What follows belongs to an exercise in optimizing a design on an open flow for a short achievable clock period and few clock cycles; a production flow would make more cautious choices. Where RTL was checked, it was by simulation tests only, not by an equivalence proof against the original. Only the layout flow was run in runs 2 and 3; the RTL was not checked for function there. No activity file was given, so power comes from the tool's default toggle rates.

File: design/flow/constraint.sdc
create_clock -name core_clock -period 12.0 [get_ports {clk}]
set_input_delay 2.4000 -clock core_clock [delete_from_list [all_inputs] [get_ports {clk}]]
set_output_delay 2.4000 -clock core_clock [all_outputs]
set_load 0.01 [all_outputs]
File: design/flow/run.sh
#!/bin/bash
# synth_recipe.tcl (not shown) runs the flow's synth.tcl, then flattens the netlist and writes it again
# the make line also repeats each setting of config.mk as NAME=value (left out here)
make -C /OpenROAD-flow-scripts/flow DESIGN_CONFIG=/design/flow/config.mk WORK_HOME=/design/flow/orfs CLKGATE_MAP_FILE= SYNTH_SCRIPT=/design/flow/synth_recipe.tcl finish
File: design/flow/design.v
`timescale 1ns/1ps
module mux2 #(parameter WIDTH = 32) (
  input logic sel,
  input logic [WIDTH-1:0] in0,
  input logic [WIDTH-1:0] in1,
  output logic [WIDTH-1:0] out
);
  assign out = (sel == 1'b0) ? in0 : in1;
endmodule 
`timescale 1ns/1ps
module mux3 #(parameter WIDTH = 32) (
  input logic [1:0] sel,
  input logic [WIDTH-1:0] in0,
  input logic [WIDTH-1:0] in1,
  input logic [WIDTH-1:0] in2,
  output logic [WIDTH-1:0] out
);
  assign out = (sel == 2'b00) ? in0 :
               (sel == 2'b01) ? in1 : in2;
endmodule
`timescale 1ns/1ps
module alu (
  input  logic [3:0]  alu_op,
  input  logic [31:0] num1,
  input  logic [31:0] num2,
  input  logic        store_op,  
  output logic [31:0] result,
  output logic        zero
);
  always_comb begin
    if (store_op) begin
      result = num1 + num2;  
    end else begin
      case (alu_op)
        4'b0000: result = num1 + num2;                                           
        4'b0001: result = num1 - num2;                                           
        4'b0010: result = num1 << num2[4:0];                                     
        4'b0011: result = $signed(num1) < $signed(num2) ? 32'h1 : 32'h0;         
        4'b0100: result = num1 ^ num2;                                           
        4'b0101: result = num1 >> num2[4:0];                                     
        4'b0110: result = $signed(num1) >>> num2[4:0];                           
        4'b0111: result = num1 | num2;                                           
        4'b1000: result = num1 & num2;                                           
        4'b1001: result = (num1 < num2) ? 32'h1 : 32'h0;                         
        default: result = 32'h0;
      endcase
    end
  end
  assign zero = (result == 32'h0) ? 1'b1 : 1'b0;
endmodule
module branch_unit (  
  input  logic [31:0] val1,
  input  logic [31:0] val2,
  input  logic [2:0]  funct3,
  output logic        branch_taken
);
  always_comb begin
    case (funct3)
      3'b000: branch_taken = (val1 == val2);                    
      3'b001: branch_taken = (val1 != val2);                    
      3'b100: branch_taken = ($signed(val1) < $signed(val2));   
      3'b101: branch_taken = ($signed(val1) >= $signed(val2));  
      3'b110: branch_taken = (val1 < val2);                     
      3'b111: branch_taken = (val1 >= val2);                    
      default: branch_taken = 1'b0;
    endcase
  end
endmodule
`timescale 1ns/1ps
module controller (
  input logic [6:0] opcode,
  input logic [2:0] funct3,
  input logic [6:0] funct7,
  output logic       branch,
  output logic       mem_read,
  output logic       mem_write,
  output logic       reg_write,
  output logic [2:0] alu_src,     
  output logic [1:0] result_src,  
  output logic       jal,
  output logic       jalr,
  output logic [3:0] alu_op       
);
  always_comb begin
    case (opcode)
      7'b0110011: begin  
        branch     = 1'b0;
        mem_read   = 1'b0;
        alu_src    = 3'b000;
        mem_write  = 1'b0;
        result_src = 2'b00;
        reg_write  = 1'b1;
        jal        = 1'b0;
        jalr       = 1'b0;
      end
      7'b0010011: begin  
        branch     = 1'b0;
        mem_read   = 1'b0;
        alu_src    = 3'b001;
        mem_write  = 1'b0;
        result_src = 2'b00;
        reg_write  = 1'b1;
        jal        = 1'b0;
        jalr       = 1'b0;
      end
      7'b0000011: begin  
        branch     = 1'b0;
        mem_read   = 1'b1;
        alu_src    = 3'b001;
        mem_write  = 1'b0;
        result_src = 2'b01;
        reg_write  = 1'b1;
        jal        = 1'b0;
        jalr       = 1'b0;
      end
      7'b0100011: begin  
        branch     = 1'b0;
        mem_read   = 1'b0;
        alu_src    = 1'b1;
        mem_write  = 1'b1;
        result_src = 2'b00;
        reg_write  = 1'b0;
        jal        = 1'b0;
        jalr       = 1'b0;
      end
      7'b1100011: begin  
        branch     = 1'b1;
        mem_read   = 1'b0;
        alu_src    = 1'b0;
        mem_write  = 1'b0;
        result_src = 1'b0;
        reg_write  = 1'b0;
        jal        = 1'b0;
        jalr       = 1'b0;
      end
      7'b0110111: begin  
        branch     = 1'b0;
        mem_read   = 1'b0;
        alu_src    = 3'b101; 
        mem_write  = 1'b0;
        result_src = 2'b00; 
        reg_write  = 1'b1;
        jal        = 1'b0;
        jalr       = 1'b0;
      end
      7'b0010111: begin  
        branch     = 1'b0;
        mem_read   = 1'b0;
        alu_src    = 3'b011; 
        mem_write  = 1'b0;
        result_src = 2'b00; 
        reg_write  = 1'b1;
        jal        = 1'b0;
        jalr       = 1'b0;
      end
      7'b1101111: begin  
        branch     = 1'b0;
        mem_read   = 1'b0;
        alu_src    = 3'b000;
        mem_write  = 1'b0;
        result_src = 2'b10;
        reg_write  = 1'b1;
        jal        = 1'b1;
        jalr       = 1'b0;
      end
      7'b1100111: begin  
        branch     = 1'b0;
        mem_read   = 1'b0;
        alu_src    = 3'b001;
        mem_write  = 1'b0;
        result_src = 2'b10;
        reg_write  = 1'b1;
        jal        = 1'b0;
        jalr       = 1'b1;
      end
      default: begin
        branch     = 1'b0;
        mem_read   = 1'b0;
        alu_src    = 3'b000;
        mem_write  = 1'b0;
        result_src = 2'b00;
        reg_write  = 1'b0;
        jal        = 1'b0;
        jalr       = 1'b0;
      end
    endcase
  end
  always_comb begin
    alu_op = 4'b0000;  
    case (opcode)
      7'b0110011: begin  
        case ({funct7, funct3})
          10'b0000000_000: alu_op = 4'b0000;  
          10'b0100000_000: alu_op = 4'b0001;  
          10'b0000000_001: alu_op = 4'b0010;  
          10'b0000000_010: alu_op = 4'b0011;  
          10'b0000000_011: alu_op = 4'b1001;  
          10'b0000000_100: alu_op = 4'b0100;  
          10'b0000000_101: alu_op = 4'b0101;  
          10'b0100000_101: alu_op = 4'b0110;  
          10'b0000000_110: alu_op = 4'b0111;  
          10'b0000000_111: alu_op = 4'b1000;  
          default:         alu_op = 4'b0000;
        endcase
      end
      7'b0010011: begin  
        case (funct3)
          3'b000: alu_op = 4'b0000;                                    
          3'b010: alu_op = 4'b0011;                                    
          3'b011: alu_op = 4'b1001;                                    
          3'b100: alu_op = 4'b0100;                                    
          3'b110: alu_op = 4'b0111;                                    
          3'b111: alu_op = 4'b1000;                                    
          3'b001: alu_op = 4'b0010;                                    
          3'b101: alu_op = (funct7[5]) ? 4'b0110 : 4'b0101;            
          default: alu_op = 4'b0000;
        endcase
      end
      default: alu_op = 4'b0000;  
    endcase
  end
endmodule
`timescale 1ns/1ps
module instruction_decoder (
  input logic [31:0] instruction,
  output logic [6:0] opcode,
  output logic [4:0] rd,
  output logic [2:0] funct3,
  output logic [4:0] rs1,
  output logic [4:0] rs2,
  output logic [6:0] funct7
);
  assign opcode = instruction[6:0];
  assign rd     = instruction[11:7];
  assign funct3 = instruction[14:12];
  assign rs1    = instruction[19:15];
  assign rs2    = instruction[24:20];
  assign funct7 = instruction[31:25];
endmodule
`timescale 1ns/1ps
module program_counter (
  input  logic        clk,
  input  logic        reset,
  input  logic [31:0] pc_in,
  output logic [31:0] pc_out
);
  always_ff @(posedge clk) begin
    if (reset) pc_out <= 32'h00000000;
    else pc_out <= pc_in;
  end
endmodule
`timescale 1ns/1ps
module register_file (
  input logic         clk,
  input logic         reset,
  input logic         reg_write,
  input logic [4:0]   rs1,
  input logic [4:0]   rs2,
  input logic [4:0]   rd,
  input logic [31:0]  write_data,
  output logic [31:0] read_data1,
  output logic [31:0] read_data2
);
  logic [31:0] registers [31:0];
  assign read_data1 = registers[rs1];
  assign read_data2 = registers[rs2];
  always_ff @(posedge clk) begin
    if (reset) begin
      for (int i = 0; i < 32; i++) registers[i] <= 32'h0;
    end else if (reg_write && rd != 5'd0) begin
      registers[rd] <= write_data;
    end
  end
endmodule
`timescale 1ns/1ps
module sign_extender (
  input  logic [31:0] instruction,
  output logic [31:0] imm_ex
);
  always_comb begin
    case (instruction[6:0])
      7'b0010011,  
      7'b0000011,  
      7'b1100111:  
        imm_ex = {{20{instruction[31]}}, instruction[31:20]};
      7'b0100011:  
        imm_ex = {{20{instruction[31]}}, instruction[31:25], instruction[11:7]};
      7'b1100011:  
        imm_ex = {{19{instruction[31]}}, instruction[31], instruction[7], instruction[30:25], instruction[11:8], 1'b0};
      7'b0110111,  
      7'b0010111:  
        imm_ex = {instruction[31:12], 12'b0};
      7'b1101111:  
        imm_ex = {{11{instruction[31]}}, instruction[31], instruction[19:12], instruction[20], instruction[30:21], 1'b0};
      default:
        imm_ex = 32'h0;
    endcase
  end
endmodule
`timescale 1ns/1ps
module load_store_unit (
  input  logic        mem_write,
  input  logic        mem_read,
  input  logic [2:0]  width,
  input  logic [31:0] address,
  input  logic [31:0] write_data,
  input  logic [31:0] bus_rdata,
  output logic [31:0] bus_addr,
  output logic [31:0] bus_wdata,
  output logic [3:0]  bus_wstrb,
  output logic [31:0] read_data
);
  logic [7:0]  rd_byte;
  logic [15:0] rd_half;
  assign bus_addr = address;
  always_comb begin
    bus_wstrb = 4'b0000;
    bus_wdata = write_data;
    if (mem_write) begin
      case (width[1:0])
        2'b00: begin  
          bus_wstrb = 4'b0001 << address[1:0];
          bus_wdata = {4{write_data[7:0]}};
        end
        2'b01: begin  
          bus_wstrb = address[1] ? 4'b1100 : 4'b0011;
          bus_wdata = {2{write_data[15:0]}};
        end
        default: begin  
          bus_wstrb = 4'b1111;
          bus_wdata = write_data;
        end
      endcase
    end
  end
  always_comb begin
    case (address[1:0])
      2'b00:   rd_byte = bus_rdata[7:0];
      2'b01:   rd_byte = bus_rdata[15:8];
      2'b10:   rd_byte = bus_rdata[23:16];
      default: rd_byte = bus_rdata[31:24];
    endcase
  end
  assign rd_half = address[1] ? bus_rdata[31:16] : bus_rdata[15:0];
  always_comb begin
    if (!mem_read) read_data = 32'h00000000;
    else begin
      case (width)
        3'b000:  read_data = {{24{rd_byte[7]}}, rd_byte};   
        3'b001:  read_data = {{16{rd_half[15]}}, rd_half};  
        3'b100:  read_data = {24'h0, rd_byte};              
        3'b101:  read_data = {16'h0, rd_half};              
        default: read_data = bus_rdata;                     
      endcase
    end
  end
endmodule
`timescale 1ns/1ps
module cpu (
  input  logic        clk,
  input  logic        reset,
  output logic [31:0] imem_addr,
  input  logic [31:0] imem_rdata,
  output logic [31:0] dmem_addr,
  output logic [31:0] dmem_wdata,
  output logic [3:0]  dmem_wstrb,
  input  logic [31:0] dmem_rdata
);
  logic [31:0] instruction_a,
               instruction_out,
               read_data1,
               read_data2,
               num1,
               num2,
               data_memory_read_data,
               alu_result,
               write_data,
               imm_ex,
               pc_next,
               pc_plus4;
  logic        branch, 
               mem_read, 
               mem_write,
               reg_write,
               branch_taken,
               jal,
               jalr,
               link;
  logic [2:0]  alu_src;
  logic [1:0]  result_src;
  logic [3:0]  alu_op;
  logic [6:0]  opcode;
  logic [4:0]  rd, rs1, rs2;
  logic [2:0]  funct3;
  logic [6:0]  funct7;
  assign pc_plus4 = instruction_a + 4;
  assign pc_next  = (jal) ? (instruction_a + imm_ex) :                     
                    (jalr) ? ((read_data1 + imm_ex) & ~32'b1) :            
                    (branch && branch_taken) ? (instruction_a + imm_ex) :  
                     pc_plus4;                                             
   program_counter program_counter(
    .clk(clk),
    .reset(reset),
    .pc_in(pc_next),
    .pc_out(instruction_a)
  );
  assign imem_addr       = instruction_a;
  assign instruction_out = imem_rdata;
  instruction_decoder instruction_decoder(
    .instruction(instruction_out),
    .opcode(opcode),
    .rd(rd),
    .funct3(funct3),
    .rs1(rs1),
    .rs2(rs2),
    .funct7(funct7)
  );
  register_file register_file(
    .clk(clk),
    .reset(reset),
    .reg_write(reg_write),
    .rs1(rs1),
    .rs2(rs2),
    .rd(rd),
    .write_data(write_data),
    .read_data1(read_data1),
    .read_data2(read_data2)
  );
  controller controller(
    .opcode(opcode),
    .funct3(funct3),
    .funct7(funct7),
    .branch(branch),
    .mem_read(mem_read),
    .alu_src(alu_src),
    .mem_write(mem_write),
    .result_src(result_src),
    .jal(jal),
    .jalr(jalr),
    .reg_write(reg_write),
    .alu_op(alu_op)
  );
  alu alu(
    .alu_op(alu_op),
    .num1(num1),
    .num2(num2),
    .store_op(mem_write),
    .result(alu_result),
    .zero()
  );
  branch_unit branch_unit(
    .val1(read_data1),
    .val2(read_data2),
    .funct3(funct3),
    .branch_taken(branch_taken)
  );
  sign_extender sign_extender(
    .instruction(instruction_out),
    .imm_ex(imm_ex)
  );
  mux3 src1_mux(  
    .sel(alu_src[2:1]),
    .in0(read_data1),
    .in1(instruction_a), 
    .in2(32'b0), 
    .out(num1)
  );
  mux2 src2_mux(  
    .sel(alu_src[0]),
    .in0(read_data2),
    .in1(imm_ex),
    .out(num2)
  );
  load_store_unit load_store_unit(  
    .mem_write(mem_write),
    .mem_read(mem_read),
    .width(funct3),
    .address(alu_result),
    .write_data(read_data2),
    .bus_rdata(dmem_rdata),
    .bus_addr(dmem_addr),
    .bus_wdata(dmem_wdata),
    .bus_wstrb(dmem_wstrb),
    .read_data(data_memory_read_data)
  );
  mux3 data_mux(  
    .sel(result_src),
    .in0(alu_result),
    .in1(data_memory_read_data),
    .in2(pc_plus4),  
    .out(write_data)
  );
endmodule
File: design/flow/config.mk
export PLATFORM = sky130hd
export DESIGN_NAME = cpu
export DESIGN_NICKNAME = cpu
export VERILOG_FILES = /design/flow/design.v
export SDC_FILE = /design/flow/constraint.sdc
export NUM_CORES = 4
export LEC_CHECK = 0
export CAP_MARGIN = 20
export CORE_MARGIN = 2
export CORE_UTILIZATION = 40
export SETUP_SLACK_MARGIN = 0.5
export SLEW_MARGIN = 20
==> results of run 1 <==
[worst paths after layout]
kind | endpoint | slack [ns] | depth (start not counted)
min | program_counter.pc_out[0] | 0.59 | 2
min reg2reg | program_counter.pc_out[0] | 0.59 | 2
max | dmem_wstrb[0] | 0.62 | 24
max reg2reg | register_file.registers[28][14] | 4.01 | 24
[registers in the layout, indices dropped and copies added (netlist names)]
| signal | flops |
|---|---|
| register_file.registers | 1024 |
| program_counter.pc_out | 32 |
[cell type report]
class	instances	area, sq um	area share (%)
Multi-Input combinational cell	4638	36200	45.5
Sequential cell	1056	31400	39.5
Timing Repair Buffer	553	4930	6.21
Tap cell	2325	2910	3.66
Clock buffer	138	2900	3.65
Clock inverter	65	618	0.778
Inverter	143	539	0.678
Antenna cell	3	7.51	0.00944
[through the flow]
step	setup WS [ns]	TNS [ns]	power, mW	cell area [sq um]
6_report	0.623	0	11.9	79500
5_1_grt	0.485	0	12.2	79500
4_1_cts	0.489	0	11.8	79300
3_5_place_dp	-0.583	-2.69	8.36	75600
3_3_place_gp	-0.613	-2.74	8.35	75600
2_1_floorplan	0.518	0	6.60	69800
[placed cells by master, fill, tap and decap left out, types with 132 or more instances in the layout]
master / count
o21ai_0: 150
ha_1: 191
a21oi_1: 355
a22oi_1: 264
buf_4: 362
inv_1: 132
edfxtp_1: 1024
mux4_2: 346
clkdlybuf4s50_1: 151
nor2_1: 1244
nand2_1: 237
mux2i_1: 612
[worst min-delay path, cell delays in order, from the launching register on]
cell and delay (ns):
dfxtp_1 0.39, nand2_1 0.09, a21oi_1 0.06
[power breakdown]
part | switching, mW | internal (mW) | total, mW
Clock | 1.51 | 1.93 | 3.44
Combinational | 2.85 | 1.39 | 4.24
Sequential | 0.0766 | 4.17 | 4.24
Total | 4.43 | 7.48 | 11.9
[timing repair]
item	4_1_cts	5_1_grt
gates cloned	3	2
setup buffers	2	2
gates resized for setup	30	31
pin swaps	2	3
endpoints found under the setup margin	14	9
[cells by family (layout without fill, tap and decap cells)]
kind of cell / after synthesis / after routing / synth area share, %
and+or+nand+nor: 1968 / 1970 / 12.2
AOI/OAI and AO/OA: 1355 / 1355 / 13.2
DFF: 1056 / 1056 / 45.0
muxes: 989 / 989 / 20.5
buffers and inverters: 710 / 899 / 4.30
adders and majority gates: 195 / 195 / 3.54
xor gates and xnor gates: 97 / 97 / 1.22
other: 1 / 35 / 0.00538
[layer usage]
layer  vias to the layer above  share of wire (%)  GRT usage, %
li1                      24401                  -             -
met1                     29800                 36          41.3
met2                      4155                 45          51.5
met3                       874                 11          7.13
met4                         4                7.7          21.5
met5                         -              0.010             0
==> key figures, run 1 <==
Global routing
  – Number of antenna violations at the first check in global routing: 9
  – Total grt overflow: 0
  – First-pass GRT wire length: between 400000 and 500000 um
  – Total GRT Usage: 33.0%
  – Largest net degree at the start of global routing: between 100 and 150
  – Number of global-route vias before repair: 56.8k

Critical path
  – Worst path most repeated cell: buf_4
  – Worst stage delay on the critical path: 0.67 ns
  – Kind of critical path: input pin to primary output
  – Crit-path max FO: 13
  – Buffers and inverters on the worst path: 7
  – CP Data Required Time: 9.60 ns
  – Crit-path leading delay family: buffers and inverters
  – Crit-path cells: clkdlybuf4s50_1 -> buf_4 -> or2_4 -> a21oi_1 -> nor4_1 -> buf_4 -> a22oi_1 -> buf_4 -> fa_1 -> nor2b_1 -> o31a_1 -> o221ai_1 -> and3b_1 -> nor4b_2 -> o21ai_0 -> a21oi_2 -> a21oi_1 -> buf_4 -> o41ai_4 -> buf_4 -> a31o_2 -> a21oi_1 -> nor2_1 -> clkdlybuf4s50_1
  – Slowest CP cell: clkdlybuf4s50_1
  – Crit start category: input pin
  – Crit Reg-Reg Startpoint: register_file.registers[0][0]
  – Arr. time, crit path: 8.98 ns
  – CP Capture Type: primary output
  – Crit path from: imem_rdata[18]

CTS
  – TritonCTS clock tree: built
  – CTS buffer count: 112
  – Clock Latency Late Sink: 0.75 ns
  – CTS Hold Bufs: 0
  – H-tree depth: 3
  – Clk buf depth: 3
  – Clock Root Buffer: clkbuf_16
  – # clock sinks: 1056
  – Reg clk slew, reported paths: about 0.05 ns

STA
  – Worst slew margin: 18.1%
  – Final Critical Period: 11.38 ns
  – Fin Hold WS: 0.591 ns
  – RSZ-0062 raised after global routing: yes
  – Final period util: 94.8%
  – Highest Clock Rate: 87.9 MHz
  – Final hold viol count: 0
  – Slew Viols, Final: 0
  – Tightest Pin Transition: ~1.2 ns
  – Clock skew: approximately 0.054 ns
  – Endpoints failing setup: 0

Detailed routing
  – Drt pass-1 iters: 6
  – 1st-iter DRT viols: 8754
  – WL final: 303000 um
  – DR vias/cell: approximately 6.6
  – Vias post-DR: 59.2k
  – ANT nets after route: 0
  – Wire per inst: ~34 um
  – DRC violations left: 0

Placement
  – Buffers on Ports: between 150 and 200
  – Detailed Place HPWL: roughly 210000 um
  – Placed cell count: 8704
  – Gp weighted congestion: 1.07

Logic synthesis
  – Commonest cells in the netlist: 1251 x nor2_1, 1024 x edfxtp_1, 616 x mux2i_1
  – Ranking of synthesized cells by area: edfxtp_1 44%, mux4_2 11%, mux2i_1 8.8%
  – Mapped Cells: 6371
  – Synthesized area: 0.0697 sq mm
  – Post-synth top area share: between 40 and 50%
  – Flops & latches, synth: between 1k and 1.5k
  – Most common cell in the synthesized netlist: nor2_1
  – Total of warnings raised by yosys: 7
  – Number of synthesized flops with an enable pin: 1024
  – Syn_area_per_cell: 10.9 sq um
  – Post-synth ARST share: 0%
  – Synth unique cells: 94
  – Seq/Total Area, Yosys: 45.0%
  – Top_reg_cell synth: edfxtp_1
  – Synth area leader: edfxtp_1

Pwr
  – Leakage Power: 30.6 nW
  – Worst VDD drop: 0.000117 V
  – P per Cell Area: 150 mW/mm^2

Run status
  – Status: timing/DRC/antenna clean

Cells and area
  – Final Util: 45.8%
  – Share of layout cells above drive strength 1: between 10% and 20%
  – # fillers: between 15k and 20k
  – Finished Layout Cells: 8921
  – Final nets: between 6k and 7k
  – Area delta synth->final: 14.1%

Die
  – DIE AREA: about 0.18 sq mm
  – Die Height: around 420 um
  – Die span in x: 421 um
  – Starting Density: approximately 40%
  – IO Pins: 166
  – Core Box Area: 0.173 sq mm
  – # rows: 153

Job
  – Maxcap violations: 0

Min path
  – Hold WC Path Type: register to register
  – Hold Startpoint: program_counter.pc_out[0]
Testbench counts, summed over its fixed seeds: cycles 51,712.
==> inputs of run 2 (changes only) <==
--- a/design/flow/design.v
+++ b/design/flow/design.v
@@ -366,128 +366,225 @@
   output logic [3:0]  dmem_wstrb,
   input  logic [31:0] dmem_rdata
 );
-  logic [31:0] instruction_a,
-               instruction_out,
-               read_data1,
-               read_data2,
-               num1,
-               num2,
-               data_memory_read_data,
-               alu_result,
-               write_data,
-               imm_ex,
-               pc_next,
-               pc_plus4;
-  logic        branch, 
-               mem_read, 
-               mem_write,
-               reg_write,
-               branch_taken,
-               jal,
-               jalr,
-               link;
-  logic [2:0]  alu_src;
-  logic [1:0]  result_src;
-  logic [3:0]  alu_op;
-  logic [6:0]  opcode;
-  logic [4:0]  rd, rs1, rs2;
-  logic [2:0]  funct3;
-  logic [6:0]  funct7;
-  assign pc_plus4 = instruction_a + 4;
-  assign pc_next  = (jal) ? (instruction_a + imm_ex) :                     
-                    (jalr) ? ((read_data1 + imm_ex) & ~32'b1) :            
-                    (branch && branch_taken) ? (instruction_a + imm_ex) :  
-                     pc_plus4;                                             
-   program_counter program_counter(
-    .clk(clk),
-    .reset(reset),
-    .pc_in(pc_next),
-    .pc_out(instruction_a)
-  );
-  assign imem_addr       = instruction_a;
-  assign instruction_out = imem_rdata;
-  instruction_decoder instruction_decoder(
-    .instruction(instruction_out),
-    .opcode(opcode),
-    .rd(rd),
-    .funct3(funct3),
-    .rs1(rs1),
-    .rs2(rs2),
-    .funct7(funct7)
-  );
-  register_file register_file(
-    .clk(clk),
-    .reset(reset),
-    .reg_write(reg_write),
-    .rs1(rs1),
-    .rs2(rs2),
-    .rd(rd),
-    .write_data(write_data),
-    .read_data1(read_data1),
-    .read_data2(read_data2)
-  );
-  controller controller(
-    .opcode(opcode),
-    .funct3(funct3),
-    .funct7(funct7),
-    .branch(branch),
-    .mem_read(mem_read),
-    .alu_src(alu_src),
-    .mem_write(mem_write),
-    .result_src(result_src),
-    .jal(jal),
-    .jalr(jalr),
-    .reg_write(reg_write),
-    .alu_op(alu_op)
-  );
-  alu alu(
-    .alu_op(alu_op),
-    .num1(num1),
-    .num2(num2),
-    .store_op(mem_write),
-    .result(alu_result),
-    .zero()
-  );
-  branch_unit branch_unit(
-    .val1(read_data1),
-    .val2(read_data2),
-    .funct3(funct3),
-    .branch_taken(branch_taken)
-  );
-  sign_extender sign_extender(
-    .instruction(instruction_out),
-    .imm_ex(imm_ex)
-  );
-  mux3 src1_mux(  
-    .sel(alu_src[2:1]),
-    .in0(read_data1),
-    .in1(instruction_a), 
-    .in2(32'b0), 
-    .out(num1)
-  );
-  mux2 src2_mux(  
-    .sel(alu_src[0]),
-    .in0(read_data2),
-    .in1(imm_ex),
-    .out(num2)
-  );
-  load_store_unit load_store_unit(  
-    .mem_write(mem_write),
-    .mem_read(mem_read),
-    .width(funct3),
-    .address(alu_result),
-    .write_data(read_data2),
-    .bus_rdata(dmem_rdata),
-    .bus_addr(dmem_addr),
-    .bus_wdata(dmem_wdata),
-    .bus_wstrb(dmem_wstrb),
-    .read_data(data_memory_read_data)
-  );
-  mux3 data_mux(  
-    .sel(result_src),
-    .in0(alu_result),
-    .in1(data_memory_read_data),
-    .in2(pc_plus4),  
-    .out(write_data)
-  );
+  logic [31:0] pc_f;
+  logic        v_d;
+  logic [31:0] ir_d, pc_d;
+  logic        v_e, wr_e, ld_e, st_e, br_e, jalr_e, link_e;
+  logic [4:0]  rd_e;
+  logic [2:0]  f3_e;
+  logic [31:0] a_e, b_e, r2_e, imm_e, tgt_e, lnk_e;
+  logic        op_add_e, op_sub_e, op_sll_e, op_slt_e, op_sltu_e, op_xor_e,
+               op_srl_e, op_sra_e, op_or_e, op_and_e;
+  logic        v_m, wr_m, ld_m;
+  logic [4:0]  rd_m;
+  logic [2:0]  f3_m;
+  logic [31:0] res_m, addr_m, wdata_m;
+  logic [3:0]  wstrb_m;
+  logic        v_w, wr_w, ld_w;
+  logic [4:0]  rd_w;
+  logic [2:0]  f3_w;
+  logic [1:0]  lo_w;
+  logic [31:0] res_w, rdata_w;
+  logic [31:0] rf [1:31];
+  logic [7:0]  w_byte;
+  logic [15:0] w_half;
+  logic [31:0] ld_val_w, wb_val;
+  always_comb begin
+    case (lo_w)
+      2'b00:   w_byte = rdata_w[7:0];
+      2'b01:   w_byte = rdata_w[15:8];
+      2'b10:   w_byte = rdata_w[23:16];
+      default: w_byte = rdata_w[31:24];
+    endcase
+    w_half = lo_w[1] ? rdata_w[31:16] : rdata_w[15:0];
+    case (f3_w)
+      3'b000:  ld_val_w = {{24{w_byte[7]}}, w_byte};
+      3'b001:  ld_val_w = {{16{w_half[15]}}, w_half};
+      3'b100:  ld_val_w = {24'h0, w_byte};
+      3'b101:  ld_val_w = {16'h0, w_half};
+      default: ld_val_w = rdata_w;
+    endcase
+  end
+  assign wb_val = ld_w ? ld_val_w : res_w;
+  always_ff @(posedge clk) begin
+    if (reset) begin
+      for (int i = 1; i < 32; i++) rf[i] <= 32'h0;
+    end else if (v_w && wr_w) begin
+      rf[rd_w] <= wb_val;
+    end
+  end
+  logic [31:0] bx_e, sum_e, sll_e, srl_e, sra_e, alu_e, agu_e;
+  logic        c_e, slt_e, sltu_e, eq_e, lt_e, ltu_e, taken_e, redir_e;
+  logic [31:0] redir_pc_e;
+  assign bx_e = b_e ^ {32{op_sub_e | op_slt_e | op_sltu_e}};
+  assign {c_e, sum_e} = {1'b0, a_e} + {1'b0, bx_e} + {32'h0, (op_sub_e | op_slt_e | op_sltu_e)};
+  assign slt_e  = (a_e[31] ^ b_e[31]) ? a_e[31] : sum_e[31];
+  assign sltu_e = ~c_e;
+  assign sll_e  = a_e << b_e[4:0];
+  assign srl_e  = a_e >> b_e[4:0];
+  assign sra_e  = $signed(a_e) >>> b_e[4:0];
+  assign alu_e = ({32{op_add_e | op_sub_e}} & sum_e)
+               | ({32{op_slt_e}}  & {31'h0, slt_e})
+               | ({32{op_sltu_e}} & {31'h0, sltu_e})
+               | ({32{op_xor_e}}  & (a_e ^ b_e))
+               | ({32{op_or_e}}   & (a_e | b_e))
+               | ({32{op_and_e}}  & (a_e & b_e))
+               | ({32{op_sll_e}}  & sll_e)
+               | ({32{op_srl_e}}  & srl_e)
+               | ({32{op_sra_e}}  & sra_e)
+               | ({32{link_e}}    & lnk_e);
+  assign agu_e = a_e + imm_e;
+  assign eq_e  = (a_e == r2_e);
+  assign lt_e  = $signed(a_e) < $signed(r2_e);
+  assign ltu_e = a_e < r2_e;
+  always_comb begin
+    case (f3_e)
+      3'b000:  taken_e = eq_e;
+      3'b001:  taken_e = ~eq_e;
+      3'b100:  taken_e = lt_e;
+      3'b101:  taken_e = ~lt_e;
+      3'b110:  taken_e = ltu_e;
+      3'b111:  taken_e = ~ltu_e;
+      default: taken_e = 1'b0;
+    endcase
+  end
+  assign redir_e    = v_e & ((br_e & taken_e) | jalr_e);
+  assign redir_pc_e = jalr_e ? {agu_e[31:1], 1'b0} : tgt_e;
+  logic [6:0]  opc_d;
+  logic [4:0]  rs1_d, rs2_d, rd_d;
+  logic [2:0]  f3_d;
+  logic        is_lui, is_auipc, is_jal, is_jalr, is_br, is_ld, is_st, is_opi, is_op;
+  logic        use1_d, use2_d, wr_d;
+  logic [31:0] imm_i, imm_s, imm_b, imm_u, imm_j;
+  logic [31:0] rf1, rf2, v1_nE, v2_nE, a_nE, b_nE;
+  logic        fe1, fe2, hz1, hz2, stall_d, jal_d;
+  logic [31:0] jal_tgt_d;
+  assign opc_d = ir_d[6:0];
+  assign rd_d  = ir_d[11:7];
+  assign f3_d  = ir_d[14:12];
+  assign rs1_d = ir_d[19:15];
+  assign rs2_d = ir_d[24:20];
+  assign is_lui   = opc_d == 7'b0110111;
+  assign is_auipc = opc_d == 7'b0010111;
+  assign is_jal   = opc_d == 7'b1101111;
+  assign is_jalr  = opc_d == 7'b1100111;
+  assign is_br    = opc_d == 7'b1100011;
+  assign is_ld    = opc_d == 7'b0000011;
+  assign is_st    = opc_d == 7'b0100011;
+  assign is_opi   = opc_d == 7'b0010011;
+  assign is_op    = opc_d == 7'b0110011;
+  assign use1_d = (is_jalr | is_br | is_ld | is_st | is_opi | is_op) & (rs1_d != 5'd0);
+  assign use2_d = (is_br | is_st | is_op) & (rs2_d != 5'd0);
+  assign wr_d   = (is_lui | is_auipc | is_jal | is_jalr | is_ld | is_opi | is_op) & (rd_d != 5'd0);
+  assign imm_i = {{20{ir_d[31]}}, ir_d[31:20]};
+  assign imm_s = {{20{ir_d[31]}}, ir_d[31:25], ir_d[11:7]};
+  assign imm_b = {{19{ir_d[31]}}, ir_d[31], ir_d[7], ir_d[30:25], ir_d[11:8], 1'b0};
+  assign imm_u = {ir_d[31:12], 12'b0};
+  assign imm_j = {{11{ir_d[31]}}, ir_d[31], ir_d[19:12], ir_d[20], ir_d[30:21], 1'b0};
+  assign rf1 = (rs1_d == 5'd0) ? 32'h0 : rf[rs1_d];
+  assign rf2 = (rs2_d == 5'd0) ? 32'h0 : rf[rs2_d];
+  always_comb begin
+    if (v_m && wr_m && rd_m == rs1_d)      v1_nE = res_m;
+    else if (v_w && wr_w && rd_w == rs1_d) v1_nE = wb_val;
+    else                                   v1_nE = rf1;
+    if (v_m && wr_m && rd_m == rs2_d)      v2_nE = res_m;
+    else if (v_w && wr_w && rd_w == rs2_d) v2_nE = wb_val;
+    else                                   v2_nE = rf2;
+  end
+  assign fe1 = v_e && wr_e && rd_e == rs1_d && use1_d;
+  assign fe2 = v_e && wr_e && rd_e == rs2_d && use2_d;
+  assign hz1 = use1_d && ((v_e && ld_e && wr_e && rd_e == rs1_d) || (v_m && ld_m && wr_m && rd_m == rs1_d));
+  assign hz2 = use2_d && ((v_e && ld_e && wr_e && rd_e == rs2_d) || (v_m && ld_m && wr_m && rd_m == rs2_d));
+  assign stall_d = v_d && (hz1 || hz2);
+  assign a_nE = is_lui ? 32'h0 : is_auipc ? pc_d : v1_nE;
+  assign b_nE = (is_op || is_br) ? v2_nE : (is_lui || is_auipc) ? imm_u : imm_i;
+  assign jal_d     = v_d && is_jal && !redir_e;
+  assign jal_tgt_d = pc_d + imm_j;
+  always_ff @(posedge clk) begin
+    if (reset) begin
+      pc_f    <= 32'h0;
+      v_d     <= 1'b0;
+      v_e     <= 1'b0;
+      v_m     <= 1'b0;
+      v_w     <= 1'b0;
+      wstrb_m <= 4'h0;
+    end else begin
+      if (redir_e) begin
+        pc_f <= redir_pc_e;
+        v_d  <= 1'b0;
+      end else if (stall_d) begin
+        pc_f <= pc_f;
+      end else if (jal_d) begin
+        pc_f <= jal_tgt_d;
+        v_d  <= 1'b0;
+      end else begin
+        pc_f <= pc_f + 32'd4;
+        v_d  <= 1'b1;
+      end
+      v_e <= v_d && !stall_d && !redir_e;
+      v_m <= v_e;
+      if (v_e && st_e) begin
+        case (f3_e[1:0])
+          2'b00:   wstrb_m <= 4'b0001 << agu_e[1:0];
+          2'b01:   wstrb_m <= agu_e[1] ? 4'b1100 : 4'b0011;
+          default: wstrb_m <= 4'b1111;
+        endcase
+      end else begin
+        wstrb_m <= 4'h0;
+      end
+      v_w <= v_m;
+    end
+  end
+  always_ff @(posedge clk) begin
+    if (!stall_d || redir_e) begin
+      ir_d <= imem_rdata;
+      pc_d <= pc_f;
+    end
+    rd_e     <= rd_d;
+    wr_e     <= wr_d;
+    ld_e     <= is_ld;
+    st_e     <= is_st;
+    br_e     <= is_br;
+    jalr_e   <= is_jalr;
+    link_e   <= is_jal | is_jalr;
+    f3_e     <= f3_d;
+    a_e      <= fe1 ? alu_e : a_nE;
+    b_e      <= (fe2 && (is_op || is_br)) ? alu_e : b_nE;
+    r2_e     <= fe2 ? alu_e : v2_nE;
+    imm_e    <= is_st ? imm_s : imm_i;
+    tgt_e    <= pc_d + imm_b;
+    lnk_e    <= pc_d + 32'd4;
+    op_add_e  <= is_lui | is_auipc | ((is_op | is_opi) & f3_d == 3'b000 & !(is_op & ir_d[30]));
+    op_sub_e  <= is_op & f3_d == 3'b000 & ir_d[30];
+    op_sll_e  <= (is_op | is_opi) & f3_d == 3'b001;
+    op_slt_e  <= (is_op | is_opi) & f3_d == 3'b010;
+    op_sltu_e <= (is_op | is_opi) & f3_d == 3'b011;
+    op_xor_e  <= (is_op | is_opi) & f3_d == 3'b100;
+    op_srl_e  <= (is_op | is_opi) & f3_d == 3'b101 & !ir_d[30];
+    op_sra_e  <= (is_op | is_opi) & f3_d == 3'b101 & ir_d[30];
+    op_or_e   <= (is_op | is_opi) & f3_d == 3'b110;
+    op_and_e  <= (is_op | is_opi) & f3_d == 3'b111;
+    rd_m    <= rd_e;
+    wr_m    <= wr_e;
+    ld_m    <= ld_e;
+    f3_m    <= f3_e;
+    res_m   <= alu_e;
+    addr_m  <= agu_e;
+    case (f3_e[1:0])
+      2'b00:   wdata_m <= {4{r2_e[7:0]}};
+      2'b01:   wdata_m <= {2{r2_e[15:0]}};
+      default: wdata_m <= r2_e;
+    endcase
+    rd_w    <= rd_m;
+    wr_w    <= wr_m;
+    ld_w    <= ld_m;
+    f3_w    <= f3_m;
+    lo_w    <= addr_m[1:0];
+    res_w   <= res_m;
+    rdata_w <= dmem_rdata;
+  end
+  assign imem_addr  = pc_f;
+  assign dmem_addr  = addr_m;
+  assign dmem_wdata = wdata_m;
+  assign dmem_wstrb = wstrb_m;
 endmodule
--- a/design/flow/config.mk
+++ b/design/flow/config.mk
@@ -5,6 +5,7 @@
 export SDC_FILE = /design/flow/constraint.sdc
 export NUM_CORES = 4
 export LEC_CHECK = 0
+export ABC_CLOCK_PERIOD_IN_PS = 2500
 export CAP_MARGIN = 20
 export CORE_MARGIN = 2
 export CORE_UTILIZATION = 40
==> key figures, run 2 <==
Cells and area
  – Finished Layout Cells: around 9.3k
  – # fillers: 18.1k
  – Seq. cell area: 0.0413 sq mm
  – Max reg flops: approximately 1k
  – Area delta synth->final: 12.1%
  – Final nets: 6783
  – Area of the multi-input gates: 0.0379 sq mm
  – Most frequent cells in the layout: 1236 x nor2_1, 1088 x edfxtp_1, 697 x mux4_2, 411 x dfxtp_1, 257 x o21ai_0
  – Share of layout cells above drive strength 1: approximately a fifth
  – Commonest non-fill, non-tap cell in the layout: nor2_1
  – Largest Register: rf

STA
  – RSZ-0062 raised after global routing: no
  – Endpoints failing setup: 0
  – Setup slack after layout: 6.59 ns
  – Tightest Pin Transition: between 1 and 1.5 ns
  – Highest Clock Rate: 185 MHz
  – Clock skew: between 0.03 and 0.04 ns
  – Final hold viol count: 0
  – Slew Viols, Final: 0
  – Final Critical Period: approximately 5.4 ns
  – Worst slew margin: 9.91%
  – Setup TNS: 0 ns
  – Final period util: a little under half

Critical path
  – Slowest CP cell: nand2_2
  – Crit-path cells: clkdlybuf4s50_1 -> buf_4 -> nor4_4 -> nand2_2 -> nand2_2
  – Arr. time, crit path: 5.85 ns
  – CP Capture Type: register
  – Worst stage delay on the critical path: around 0.96 ns
  – Kind of critical path: input pin to register
  – Buffers and inverters on the worst path: 2
  – CP Data Required Time: 12.44 ns
  – Crit-path max FO: 33
  – Crit-path leading delay family: simple AND/OR/NAND/NOR gates
  – Worst path most repeated cell: nand2_2
  – Crit start category: input pin

Global routing
  – Largest net degree at the start of global routing: between 100 and 150
  – Number of antenna violations at the first check in global routing: 24
  – Total grt overflow: 0
  – Number of global-route vias before repair: 57.4k
  – First-pass GRT wire length: roughly 430000 um
  – Total GRT Usage: 28.9%

Run status
  – Status: timing/DRC/antenna clean

Die
  – Core Box Area: about 0.20 sq mm
  – IO Pins: around 170
  – Starting Density: between 40% and 50%
  – DIE AREA: 0.208 sq mm
  – Die span in x: 456 um
  – # rows: 165
  – Die Height: 456 um

CTS
  – # clock sinks: 1515
  – Reg clk slew, reported paths: 0.06 ns
  – Clock Latency Late Sink: 0.84 ns
  – Post-cts resize count: 0
  – H-tree depth: 4
  – Setup Buffers After CTS: 0
  – Clock Root Buffer: clkbuf_16
  – Clk buf depth: 3
  – CTS Hold Bufs: 0
  – CTS buffer count: 167
  – TritonCTS clock tree: built

Pwr
  – P per Cell Area: around 150 mW/mm^2
  – Total power: 13.5 mW
  – Leakage Power: 32.3 nW
  – Worst VDD drop: between 0.0001 and 0.00015 V
  – P_int: 9.68 mW
  – Comb power frac: 16.4%
  – Switching power share of the total: between 20 and 30%
  – Sw Pwr: 3.85 mW
  – Clk pwr share: a little under two fifths
  – Seq pwr share: 45.4%

Logic synthesis
  – Commonest cells in the netlist: 1237 x nor2_1, 1088 x edfxtp_1, 697 x mux4_2
  – Top_reg_cell synth: edfxtp_1
  – Synth unique cells: 89
  – Most common cell in the synthesized netlist: nor2_1
  – Synthesized area: 0.0816 sq mm
  – Ranking of synthesized cells by area: edfxtp_1 40%, mux4_2 19%, dfxtp_1 10%
  – Number of synthesized flops with an enable pin: about 1.1k
  – Synth area leader: edfxtp_1
  – Post-synth top area share: approximately 40%
  – Mapped Cells: 6602
  – Syn_area_per_cell: roughly 12 sq um
  – Flops & latches, synth: 1515
  – Seq/Total Area, Yosys: 50.5%
  – Total of warnings raised by yosys: 1
  – Post-synth ARST share: 0%

Min path
  – Hold WC Path Type: register to register

Placement
  – Pre-CTS setup slack: 5.84 ns
  – Detailed Place HPWL: about 220000 um
  – Buffers on Ports: around 170
  – Placed cell count: roughly 9k
  – Gp weighted congestion: 0.985

Detailed routing
  – DRC violations left: 0
  – DR vias/cell: 6.49
  – ANT nets after route: 0
  – Wire per inst: 32.9 um
  – Vias post-DR: 60.5k
  – 1st-iter DRT viols: 9157
  – WL final: 307000 um
  – Drt pass-1 iters: 6

Job
  – Maxcap violations: 0
[run 2: cell families (layout without fill, tap and decap cells)]
logic type | Yosys count | after routing | share of synthesized area, %
adders and majority gates | 208 | 208 | 3.23
other | 0 | 9 | 0
muxes | 853 | 853 | 21.2
AOI/OAI and AO/OA | 1115 | 1115 | 9.22
and+or+nand+nor | 1936 | 1936 | 10.0
xor gates and xnor gates | 201 | 201 | 2.16
DFF | 1515 | 1515 | 50.5
buffers and inverters | 774 | 816 | 3.62
[run 2: path summary, 6_finish.rpt]
kind	start	to	slack, ns	depth (start not counted)
setup / recovery	reset	rf[16][20]	6.59	5
hold / removal	f3_m[0]	f3_w[0]	0.33	0
setup reg to reg	register	a_e[26]	6.63	9
hold reg to reg	f3_m[0]	f3_w[0]	0.33	0
[run 2: power groups by stage]
stage	Clock, mW	Combinational (mW)	Sequential (mW)
2_1_floorplan	0	1.30	6.11
3_3_place_gp	0	2.13	6.23
3_5_place_dp	0	2.15	6.24
4_1_cts	5.20	2.16	6.13
5_1_grt	5.39	2.31	6.16
6_report	5.17	2.21	6.14
[run 2: per-layer routing]
layer  part of all wire [%]  vias to the layer above  GRT usage [%]  wire length (um)
met3                     12                      797           6.62             36200
met4                    6.3                       10           15.4             19200
li1                       -                    24888              -                 -
met2                     46                     4157           45.1            140000
met5                  0.025                        -              0                77
met1                     36                    30651           37.4            111000
[run 2: cell type report]
| cell class | instances | share of cell area, % |
|---|---|---|
| inverter | 216 | 0.888 |
| antenna | 9 | 0.0246 |
| clock buffer | 217 | 5.08 |
| clock inverter | 87 | 0.878 |
| sequential | 1515 | 45.1 |
| timing repair buffer | 296 | 2.98 |
| tap | 2672 | 3.65 |
| multi-input combinational | 4313 | 41.4 |
[run 2: per-stage QoR]
| step | utilization [%] | hold slack [ns] | cell area, sq um |
|---|---|---|---|
| 2_1_floorplan | - | 0.310 | 81600 |
| 3_3_place_gp | 42.4 | 0.314 | 85900 |
| 3_5_place_dp | 42.4 | 0.315 | 86000 |
| 4_1_cts | 45.1 | 0.329 | 91400 |
| 5_1_grt | 45.2 | 0.335 | 91500 |
| 6_report | 45.2 | 0.327 | 91500 |
==> inputs of run 3 (changes only) <==
--- a/design/flow/design.v
+++ b/design/flow/design.v
@@ -536,7 +536,7 @@
     end
   end
   always_ff @(posedge clk) begin
-    if (!stall_d || redir_e) begin
+    if (!stall_d) begin
       ir_d <= imem_rdata;
       pc_d <= pc_f;
     end
==> design/flow/flow/run.sh (new file) <==
#!/bin/bash
# Standard layout, with timing repair aimed well below the 12 ns constraint:
# the repair steps treat any path with less than SETUP_SLACK_MARGIN ns of slack
# as failing, so they size and buffer the design for a shorter period.
set -euo pipefail
bash standard.sh SETUP_SLACK_MARGIN=8.5 finish > standard.log 2>&1
==> design/flow/standard.sh (new file) <==
#!/bin/bash
# synth_recipe.tcl (not shown) runs the flow's synth.tcl, then flattens the netlist and writes it again
# the make line also repeats each setting of config.mk as NAME=value (left out here)
make -C /OpenROAD-flow-scripts/flow DESIGN_CONFIG=/design/flow/config.mk WORK_HOME=/design/flow/orfs CLKGATE_MAP_FILE= SYNTH_SCRIPT=/design/flow/synth_recipe.tcl "${@:-finish}"
--- a/design/flow/config.mk
+++ b/design/flow/config.mk
@@ -9,5 +9,5 @@
 export CAP_MARGIN = 20
 export CORE_MARGIN = 2
 export CORE_UTILIZATION = 40
-export SETUP_SLACK_MARGIN = 0.5
 export SLEW_MARGIN = 20
+export TNS_END_PERCENT = 5
removed: design/flow/run.sh
==> key figures, run 3 <==
Logic synthesis
  – Most common cell in the synthesized netlist: nor2_1
  – Syn_area_per_cell: roughly 12 sq um
  – Top_reg_cell synth: edfxtp_1
  – Mapped Cells: 6573
  – Seq/Total Area, Yosys: 50.7%
  – Post-synth ARST share: 0%
  – Commonest cells in the netlist: 1259 x nor2_1, 1088 x edfxtp_1, 689 x mux4_2
  – Synth unique cells: 106
  – Ranking of synthesized cells by area: edfxtp_1 40%, mux4_2 19%, dfxtp_1 11%
  – Flops & latches, synth: 1515
  – Synth area leader: edfxtp_1
  – Total of warnings raised by yosys: 1
  – Synthesized area: 0.0814 sq mm
  – Number of synthesized flops with an enable pin: 1088
  – Post-synth top area share: between 40 and 50%

CTS
  – Clock Root Buffer: clkbuf_16
  – H-tree depth: 4
  – # clock sinks: 1515
  – Clock Latency Late Sink: around 0.86 ns
  – CTS buffer count: 166
  – Reg clk slew, reported paths: around 0.070 ns
  – TritonCTS clock tree: built
  – Clk buf depth: 3

Critical path
  – Worst path most repeated cell: buf_4
  – R2R setup slack: 8.09 ns
  – Slowest CP cell: nand2b_4
  – CP Capture Type: register
  – Reg2Reg Depth: 15
  – R2R Path End: b_e[9]
  – Worst stage delay on the critical path: 0.58 ns
  – Crit Reg-Reg Startpoint: op_slt_e
  – Crit start category: input pin
  – Arr. time, crit path: roughly 4.5 ns
  – Kind of critical path: input pin to register
  – CP Data Required Time: 12.50 ns
  – Crit-path max FO: 34
  – Crit-path cells: buf_4 -> nor4b_4 -> buf_4 -> nand2_2 -> nand2b_4

Die
  – Die Height: roughly 450 um
  – Core Box Area: ~0.2 sq mm
  – IO Pins: 166
  – DIE AREA: between 0.2 and 0.25 sq mm
  – Starting Density: 40.3%
  – Die span in x: 455 um
  – # rows: roughly 170

Detailed routing
  – Drt pass-1 iters: 7
  – Wire per inst: roughly 34 um
  – DR vias/cell: 6.47
  – DRC violations left: 0
  – Vias post-DR: 61.3k
  – ANT nets after route: 0
  – 1st-iter DRT viols: approximately 9.5k
  – WL final: roughly 320000 um

STA
  – RSZ-0062 raised after global routing: yes
  – Clock skew: 0.0785 ns
  – Setup TNS: 0 ns
  – Worst slew margin: 9.07%
  – Slew Viols, Final: 0
  – Final Critical Period: 3.97 ns
  – Final period util: 33.1%
  – Tightest Pin Transition: 1.36 ns
  – Endpoints failing setup: 0
  – Final hold viol count: 0
  – Highest Clock Rate: between 200 and 300 MHz

Global routing
  – First-pass GRT wire length: 446000 um
  – Number of global-route vias before repair: 58.4k
  – Largest net degree at the start of global routing: 66
  – Total grt overflow: 0
  – Number of antenna violations at the first check in global routing: 28
  – Total GRT Usage: 30.4%

Cells and area
  – Final nets: 6938
  – Finished Layout Cells: 9486
  – # fillers: 17.8k
  – Share of layout cells above drive strength 1: 24.0%
  – Largest Register: rf
  – Commonest non-fill, non-tap cell in the layout: nor2_1
  – Seq. cell area: 0.0414 sq mm
  – Max reg flops: 1024
  – Area delta synth->final: 16.6%
  – Area of the multi-input gates: roughly 0.039 sq mm
  – Most frequent cells in the layout: 1257 x nor2_1, 1088 x edfxtp_1, 689 x mux4_2, 357 x dfxtp_1, 290 x nand2_1

Pwr
  – Worst VDD drop: 0.000165 V
  – P per Cell Area: 146 mW/mm^2
  – Leakage Power: 34.3 nW
  – Total power: about 14 mW

Min path
  – Hold Startpoint: f3_m[0]
  – Hold WC Path Type: register to register
  – Hold Crit Endpoint: f3_w[0]
  – Hold path cells: 0

Placement
  – Buffers on Ports: 165
  – Detailed Place HPWL: 211000 um
  – Gp weighted congestion: 1.01
  – Placed cell count: roughly 9k

Job
  – Maxcap violations: 0

Run status
  – Status: timing/DRC/antenna clean
==> run 3: changes by cell type after synthesis, moves of 22 or more <==
cell and delta:
nor2_1 +22, nand2_1 +36, a21oi_1 +22, clkbuf_1 -28
o21ai_1 +26, nand2b_1 +36, nor2b_1 -24, buf_2 +75
o21ai_0 -72, buf_1 -56
==> run 3: metrics by stage <==
stage	hold slack (ns)	area, sq um	util (%)	setup WS (ns)
after floorplan	0.310	81700	-	8.16
after global placement	0.313	85800	42.4	6.77
after detailed placement	0.314	85800	42.4	6.69
after CTS	0.297	94300	46.7	8.12
after global routing	0.309	94800	46.9	8.00
final	0.299	94900	46.9	8.03
==> run 3: final cells by class <==
cell class / instances / area share [%]
clock inverters: 93 / 1.12
multi-input cells: 4323 / 40.9
repair inverters: 1 / 0.0171
diodes: 10 / 0.0264
flip-flops and latches: 1515 / 43.7
clock buffers: 215 / 4.87
well taps: 2672 / 3.52
inverters: 194 / 0.799
repair buffers: 463 / 5.07
==> run 3: kinds of logic (layout without fill, tap and decap cells) <==
kind of cell	after synthesis	after routing	share of synthesized area, %
AND/OR/NAND/NOR	2005	2028	10.5
flip-flops	1515	1515	50.7
AO/OA/AOI/OAI	1031	1031	8.59
multiplexers	849	849	21.1
buffers and inverters	758	966	3.74
adder cells (fa/ha/maj)	208	208	3.24
XOR/XNOR	207	207	2.23
other	0	10	0
==> run 3: timing repair <==
action	4_1_cts	5_1_grt
pin swaps	56	22
endpoints found under the setup margin	1719	1341
buffers inserted	117	33
hold buffers	0	0
gates resized for setup	512	32
cloned	34	2
endpoints found under the hold margin	0	0
==> run 3: critical path, delay by kind of cell <==
kind	cells	cell delay [ns]
simple gates	3	1.52
buf+inv	2	0.50
==> run 3: worst max-delay path by stage <==
| stage | endpoint | startpoint |
|---|---|---|
| after CTS | rf[14][21] | reset |
| after detailed placement | rf[11][1] | reset |
| after global placement | rf[12][14] | reset |
| final | rf[18][11] | reset |
| after floorplan | b_e[0] | b_e[4] |
| after global routing | r2_e[0] | op_slt_e |
==> run 3: routing by layer <==
| metal | share of wire (%) | vias to the layer above | global-route usage [%] |
|---|---|---|---|
| met2 | 44 | 4230 | 45.3 |
| li1 | - | 25095 | - |
| met4 | 5.5 | 18 | 14.0 |
| met5 | 0.038 | - | 0 |
| met1 | 37 | 31201 | 40.4 |
| met3 | 13 | 791 | 9.66 |
==> run 3: power by group <==
part	internal [mW]	switching [mW]	total [mW]
Clock	3.07	2.30	5.36
Combinational	0.961	1.44	2.40
Sequential	5.85	0.252	6.10

-- what the ideal ports hide --
The results above use ideal ports. As a check the final layouts listed here were re-extracted and re-timed, cells and wires unchanged.
Step 1: set_driving_cell puts a clkbuf_16 on clk and a buf_2 on each other input, an assumption about the parent block.
Step 2 adds t to the input delays and takes it off the output delays; t is the mean of the earliest and latest rising clock arrival at the registers after step 1. Input paths then give back, and output paths get back, about the clock's delay inside the block.
Three values: no drivers, after step 1, after step 2; two values: the first two.
run | shift t [ns] | setup WS [ns] | clock arrival spread, ns | worst register clock-pin slew, ns | worst data-port slew with drivers (ns)
run 1 | 0.798 | 0.623 / 0.522 / 0.522 | 0.054 / 0.053 | 0.07 / 0.07 | 0.23
run 2 | 0.910 | 6.588 / 6.635 / 5.740 | 0.040 / 0.040 | 0.07 / 0.07 | 0.06
run 3 | 0.909 | 8.026 / 8.068 / 7.177 | 0.081 / 0.081 | 0.07 / 0.07 | 0.14
After both steps every run listed still meets setup and hold. For run 3, which loses most, drivers alone change the setup slack by +0.042 ns; drivers and shift together by -0.849 ns.
